From an optimization exercise on the open Yosys and OpenROAD flow, aimed at small area; shortcuts taken in it are not production practice. Where RTL was checked, it was by simulation tests only, not by an equivalence proof against the original. The clock port is modelled as an ideal driver, which makes a skipped or thinned clock tree look cheaper than it is; a real chip needs a root buffer or a tree. No activity file was given, so power comes from the tool's default toggle rates.

run K:
==> module psram_controller, before the edit <==
module psram_controller #(
    parameter PSRAM_FRE  = 200_000_000,
    parameter LATENCY    = 5,
    parameter BIT_WIDTH  = 16,
    parameter BURST_LEN  = 32,
    parameter WARP_MODE  = "Wrap",
    parameter RW_METHOD  = "Linear"
) (
    input                               ram_clk,
    input                               ram_rst,
    input                               ram_en,
    input                               rw_ctrl,
    input   [31:0]                      addr_in,
    input   [BIT_WIDTH * 2 - 1 : 0]     ram_data_in,
    output                              init_cable_complete,
    output                              ctrl_idle,
    output  reg                         psram_clk,
    output                              psram_ce,
    output                              dq_en,
    output      [BIT_WIDTH - 1 : 0]     dq_out_hi,
    output      [BIT_WIDTH - 1 : 0]     dq_out_lo,
    input       [BIT_WIDTH - 1 : 0]     dq_in_hi,
    input       [BIT_WIDTH - 1 : 0]     dq_in_lo,
    output                              dm_en,
    output      [1 : 0]                 dm_out_hi,
    output      [1 : 0]                 dm_out_lo,
    input       [1 : 0]                 dm_in_hi,
    input       [1 : 0]                 dm_in_lo,
    output  reg [BIT_WIDTH * 2 - 1 : 0] ram_data_out,
    output  reg                         ram_rd_valid,
    output                              ram_wr_valid
);
localparam [14:0] L_RST = 15'h3edb;
localparam [14:0] L_INV = 15'h2aaa;
localparam [3:0] S_IDLE  = 4'b0000;
localparam [3:0] S_RST   = 4'b0001;
localparam [3:0] S_RW    = 4'b0011;
localparam [3:0] S_C0    = 4'b0100;
localparam [3:0] S_C1    = 4'b0101;
localparam [3:0] S_C2    = 4'b0110;
localparam [3:0] S_WAIT  = 4'b1000;
localparam [3:0] S_W2IR  = 4'b1010;
localparam [3:0] S_W2IW  = 4'b1011;
localparam [3:0] S_INITR = 4'b1110;
localparam [3:0] S_INITW = 4'b1111;
localparam [3:0] S_RD    = 4'b1100;
localparam [3:0] S_WR    = 4'b1101;
localparam [3:0] S_DONE  = 4'b1001;
reg [3:0]  st;
reg [14:0] lq;
wire [14:0] lf = lq ^ L_INV;
reg        v_d;
reg [31:0] wd;
wire idle_s  = (st == S_IDLE);
wire rst_s   = (st == S_RST);
wire rw_s    = (st == S_RW);
wire c0_s    = (st == S_C0);
wire c1_s    = (st == S_C1);
wire c2_s    = (st == S_C2);
wire cfg_s   = c0_s | c1_s | c2_s;
wire wait_s  = (st == S_WAIT);
wire w2ir_s  = (st == S_W2IR);
wire w2iw_s  = (st == S_W2IW);
wire initr_s = (st == S_INITR);
wire initw_s = (st == S_INITW);
wire init_s  = initr_s | initw_s;
wire wr_s    = (st == S_WR);
wire rd_s    = (st == S_RD);
wire done_s  = (st == S_DONE);
wire idle_end = idle_s & (&lf[11:0]);
wire rst_end  = rst_s & ~lf[1];
wire rw_end   = rw_s & ((lf & 15'h2c83) == 15'h0481);
wire cfg_end  = cfg_s & lf[8];
wire init_end = (initw_s & lf[5]) | (initr_s & lf[1]);
wire xfer_end = (wr_s | rd_s) & lf[14];
wire done_end = done_s & lf[3];
wire lf_clr = rw_end | cfg_end | w2ir_s | w2iw_s | init_end | xfer_end |
              (rd_s & ~v_d);
wire [14:0] lf_nx = lf_clr ? 15'd0 : {lf[13:0], ~(lf[14] ^ lf[13])};
reg [3:0] st_nx;
always @(*) begin
    st_nx = st;
    case (st)
        S_IDLE:  if (idle_end) st_nx = S_RST;
        S_RST:   if (rst_end)  st_nx = S_RW;
        S_RW:    if (rw_end)   st_nx = S_C0;
        S_C0:    if (cfg_end)  st_nx = S_C1;
        S_C1:    if (cfg_end)  st_nx = S_C2;
        S_C2:    if (cfg_end)  st_nx = S_WAIT;
        S_WAIT:  if (ram_en)   st_nx = rw_ctrl ? S_W2IW : S_W2IR;
        S_W2IR:  st_nx = S_INITR;
        S_W2IW:  st_nx = S_INITW;
        S_INITR: if (init_end) st_nx = S_RD;
        S_INITW: if (init_end) st_nx = S_WR;
        S_WR:    if (xfer_end) st_nx = S_DONE;
        S_RD:    if (xfer_end) st_nx = S_DONE;
        S_DONE:  if (done_end) st_nx = S_WAIT;
        default: st_nx = S_IDLE;
    endcase
end
wire cs0 = ~lf[0];
wire cs1 = lf[0] & ~lf[1];
wire cs2 = lf[1] & ~lf[2];
wire cs3 = lf[2] & ~lf[3];
wire cfg_act = cfg_s & ~lf[3];
wire [7:0] kbyte =
    ({8{rst_s | rw_s}} & 8'hff) |
    ({8{cfg_s & cs0}} & 8'hc0) |
    ({8{c1_s & cs2}} & 8'h04) |
    ({8{c2_s & cs2}} & 8'h08) |
    ({8{c0_s & cs3}} & 8'h09) |
    ({8{c1_s & cs3}} & 8'h40) |
    ({8{c2_s & cs3}} & 8'h41) |
    ({8{init_s & cs0}} & 8'h20) |
    ({8{initw_s & cs0}} & 8'h80);
wire a1 = init_s & cs1;
wire a2 = init_s & cs2;
assign dm_en = wr_s;
assign dq_out_hi = {wd[31:24] & {8{dm_en}},
                    (wd[23:16] & {8{dm_en}}) | kbyte |
                    ({8{a1}} & addr_in[31:24]) | ({8{a2}} & addr_in[15:8])};
assign dq_out_lo = {wd[15:8] & {8{dm_en}},
                    (wd[7:0] & {8{dm_en}}) | kbyte |
                    ({8{a1}} & addr_in[23:16]) | ({8{a2}} & addr_in[7:0])};
assign ctrl_idle = ~(init_s | wr_s | rd_s | done_s);
assign init_cable_complete = wait_s | w2ir_s | w2iw_s | ~ctrl_idle;
assign psram_ce = ~(rst_s | cfg_act | init_s | wr_s | rd_s);
assign dq_en = (rst_s & ~lf[13]) | cfg_act | (init_s & ~lf[2]) | wr_s;
wire rd_nx = (st_nx == S_RD);
assign ram_wr_valid = (st_nx == S_WR);
wire beat = rd_nx & (dm_in_lo[0] ^ dm_in_lo[1]);
always @(posedge ram_clk or negedge ram_rst) begin
    if (!ram_rst) begin
        st <= S_IDLE;
        lq <= L_RST ^ L_INV;
        psram_clk <= 1'b0;
        ram_rd_valid <= 1'b0;
    end else begin
        st <= st_nx;
        lq <= lf_nx ^ L_INV;
        psram_clk <= ~psram_ce | rw_s;
        ram_rd_valid <= beat;
    end
end
always @(posedge ram_clk) begin
    v_d  <= ram_rd_valid;
    wd   <= ram_data_in;
end
always @(posedge ram_clk or negedge ram_rst) begin
    if (!ram_rst) ram_data_out <= 32'd0;
    else if (beat) ram_data_out <= {dq_in_hi, dq_in_lo};
end
assign dm_out_hi = 2'b00;
assign dm_out_lo = 2'b00;
endmodule
==> flow/config.mk <==
export PLATFORM = sky130hd
export DESIGN_NAME = psram_controller
export DESIGN_NICKNAME = psram_controller
export VERILOG_FILES = /design/flow/design.v
export SDC_FILE = /design/flow/constraint.sdc
export NUM_CORES = 4
export LEC_CHECK = 0
export CAP_MARGIN = 20
export CORE_MARGIN = 2
export CORE_UTILIZATION = 40
export GPL_TIMING_DRIVEN = 0
export PLACE_DENSITY = 0.6
export SLEW_MARGIN = 20
==> flow/constraint.sdc <==
create_clock -name core_clock -period 5.0 [get_ports {ram_clk}]
set_input_delay 1.0000 -clock core_clock [delete_from_list [all_inputs] [get_ports {ram_clk}]]
set_output_delay 1.0000 -clock core_clock [all_outputs]
set_load 0.01 [all_outputs]
standard.sh (not shown) runs the stock make flow with config.mk's settings and CLKGATE_MAP_FILE= SYNTH_SCRIPT=/design/flow/synth_recipe.tcl, a recipe that flattens the netlist after the stock synthesis.
==> flow/flow/run.sh <==
#!/bin/bash
# Layout flow: the standard ORFS flow (standard.sh), run from a copy of
# the ORFS scripts folder with three files changed:
#  - abc_area.script (from flow/abc_area.script): ABC maps the logic for
#    area only, with no timing-driven buffering or upsizing;
#  - global_place.tcl: after the port buffers are added, the reset port's
#    buffer is made a buf_4 (flow/reset_buffer.tcl) so that it drives the
#    registers' reset pins without a buffer tree;
set -euo pipefail
here=$(pwd)
s="$here/orfs_scripts"
rm -rf "$s"
cp -r "$FLOW_HOME/scripts" "$s"
cp "$here/flow/abc_area.script" "$s/abc_area.script"
cp "$here/flow/clock_tree.tcl" "$s/my_clock_tree.tcl"
sed -i 's|^log_cmd clock_tree_synthesis .*$|source $::env(SCRIPTS_DIR)/my_clock_tree.tcl|' "$s/cts.tcl"
grep -q '^source $::env(SCRIPTS_DIR)/my_clock_tree.tcl$' "$s/cts.tcl"
cp "$here/flow/reset_buffer.tcl" "$s/my_reset_buffer.tcl"
sed -i 's|^\( *\)buffer_ports {\*}\[env_var_or_empty BUFFER_PORTS_ARGS\]$|&\n\1source $::env(SCRIPTS_DIR)/my_reset_buffer.tcl|' "$s/global_place.tcl"
grep -q 'source $::env(SCRIPTS_DIR)/my_reset_buffer.tcl$' "$s/global_place.tcl"
bash standard.sh "SCRIPTS_DIR=$s" ABC_AREA=1 synth > make_synth.log 2>&1
bash standard.sh "SCRIPTS_DIR=$s" \
  "BUFFER_PORTS_ARGS=-buffer_cell sky130_fd_sc_hd__buf_1" SKIP_REPAIR_TIE_FANOUT=1 REMOVE_ABC_BUFFERS=1 \
  finish > make_finish.log 2>&1
Other scripts of this flow, unchanged in this note and not shown: flow/flow/abc_area.script, flow/flow/clock_tree.tcl, flow/flow/reset_buffer.tcl
Per the final summary, run K finished and its layout is clean on timing, DRC and antenna.
Here is what was changed in the inputs of run D compared with run K.
--- a/flow/design.v
+++ b/flow/design.v
@@ -73,9 +73,9 @@
 wire cfg_end  = cfg_s & lf[8];
 wire init_end = (initw_s & lf[5]) | (initr_s & lf[1]);
 wire xfer_end = (wr_s | rd_s) & lf[14];
 wire done_end = done_s & lf[3];
-wire lf_clr = rw_end | cfg_end | w2ir_s | w2iw_s | init_end | xfer_end |
+wire lf_clr = rw_end | cfg_end | wait_s | w2ir_s | w2iw_s | init_end | xfer_end | done_end |
               (rd_s & ~v_d);
 wire [14:0] lf_nx = lf_clr ? 15'd0 : {lf[13:0], ~(lf[14] ^ lf[13])};
 reg [3:0] st_nx;
 always @(*) begin
Findings:
Run D reached the final stage; the timing, DRC and antenna checks on its layout passed.
The share of the yosys chip area belonging to registers of run K and that of run D are within noise of each other.
Arrival time of the worst setup path: run D > run K
Run D vs run K — number of logic inverters in the finished layout rose 3.
Compared with run K, run D degrades minimum clock period after layout.
In the metrics for run K and run D, the one carrying the higher fraction of final layout cells with drive strength greater than 1 is run K.
The die area was comparable across run K and run D.
Sort run K and run D by final standard cell utilization of the core desc -> top: run K
Diff run K -> run D: final worst setup slack has decreased; count of mapped cells out of synthesis has increased; clock skew has decreased.
Diff run K -> run D: share of power burned in combinational logic fell 0.2 points, final net count about even.
For run K, only the layout was checked, not whether the RTL still works. No run of this note takes its clock network from TritonCTS; it comes from the design's own scripts or RTL.

-- static timing again, ports no longer ideal --
Ports are ideal in the flow. The routed layouts listed here were re-timed in OpenROAD.
Step 1 assumes that a clkbuf_16 drives the clock port and a buf_2 every other input.
Step 2 adds t to the input delays and takes it off the output delays; t is the mean of the earliest and latest rising clock arrival at the registers after step 1. Input paths then give back, and output paths get back, about the clock's delay inside the block.
a / b / c = no drivers / after step 1 / after step 2; a / b = the first two.
run | shift t [ns] | setup slack, ns | worst setup path at the end | latest minus earliest clock arrival (ns)
run K | 0.491 | 0.663 / 0.635 / 0.779 | input to register | 0.014 / 0.015
run D | 0.486 | 0.582 / 0.557 / 0.632 | register to register | 0.010 / 0.009
After both steps setup and hold are still met in every run listed.
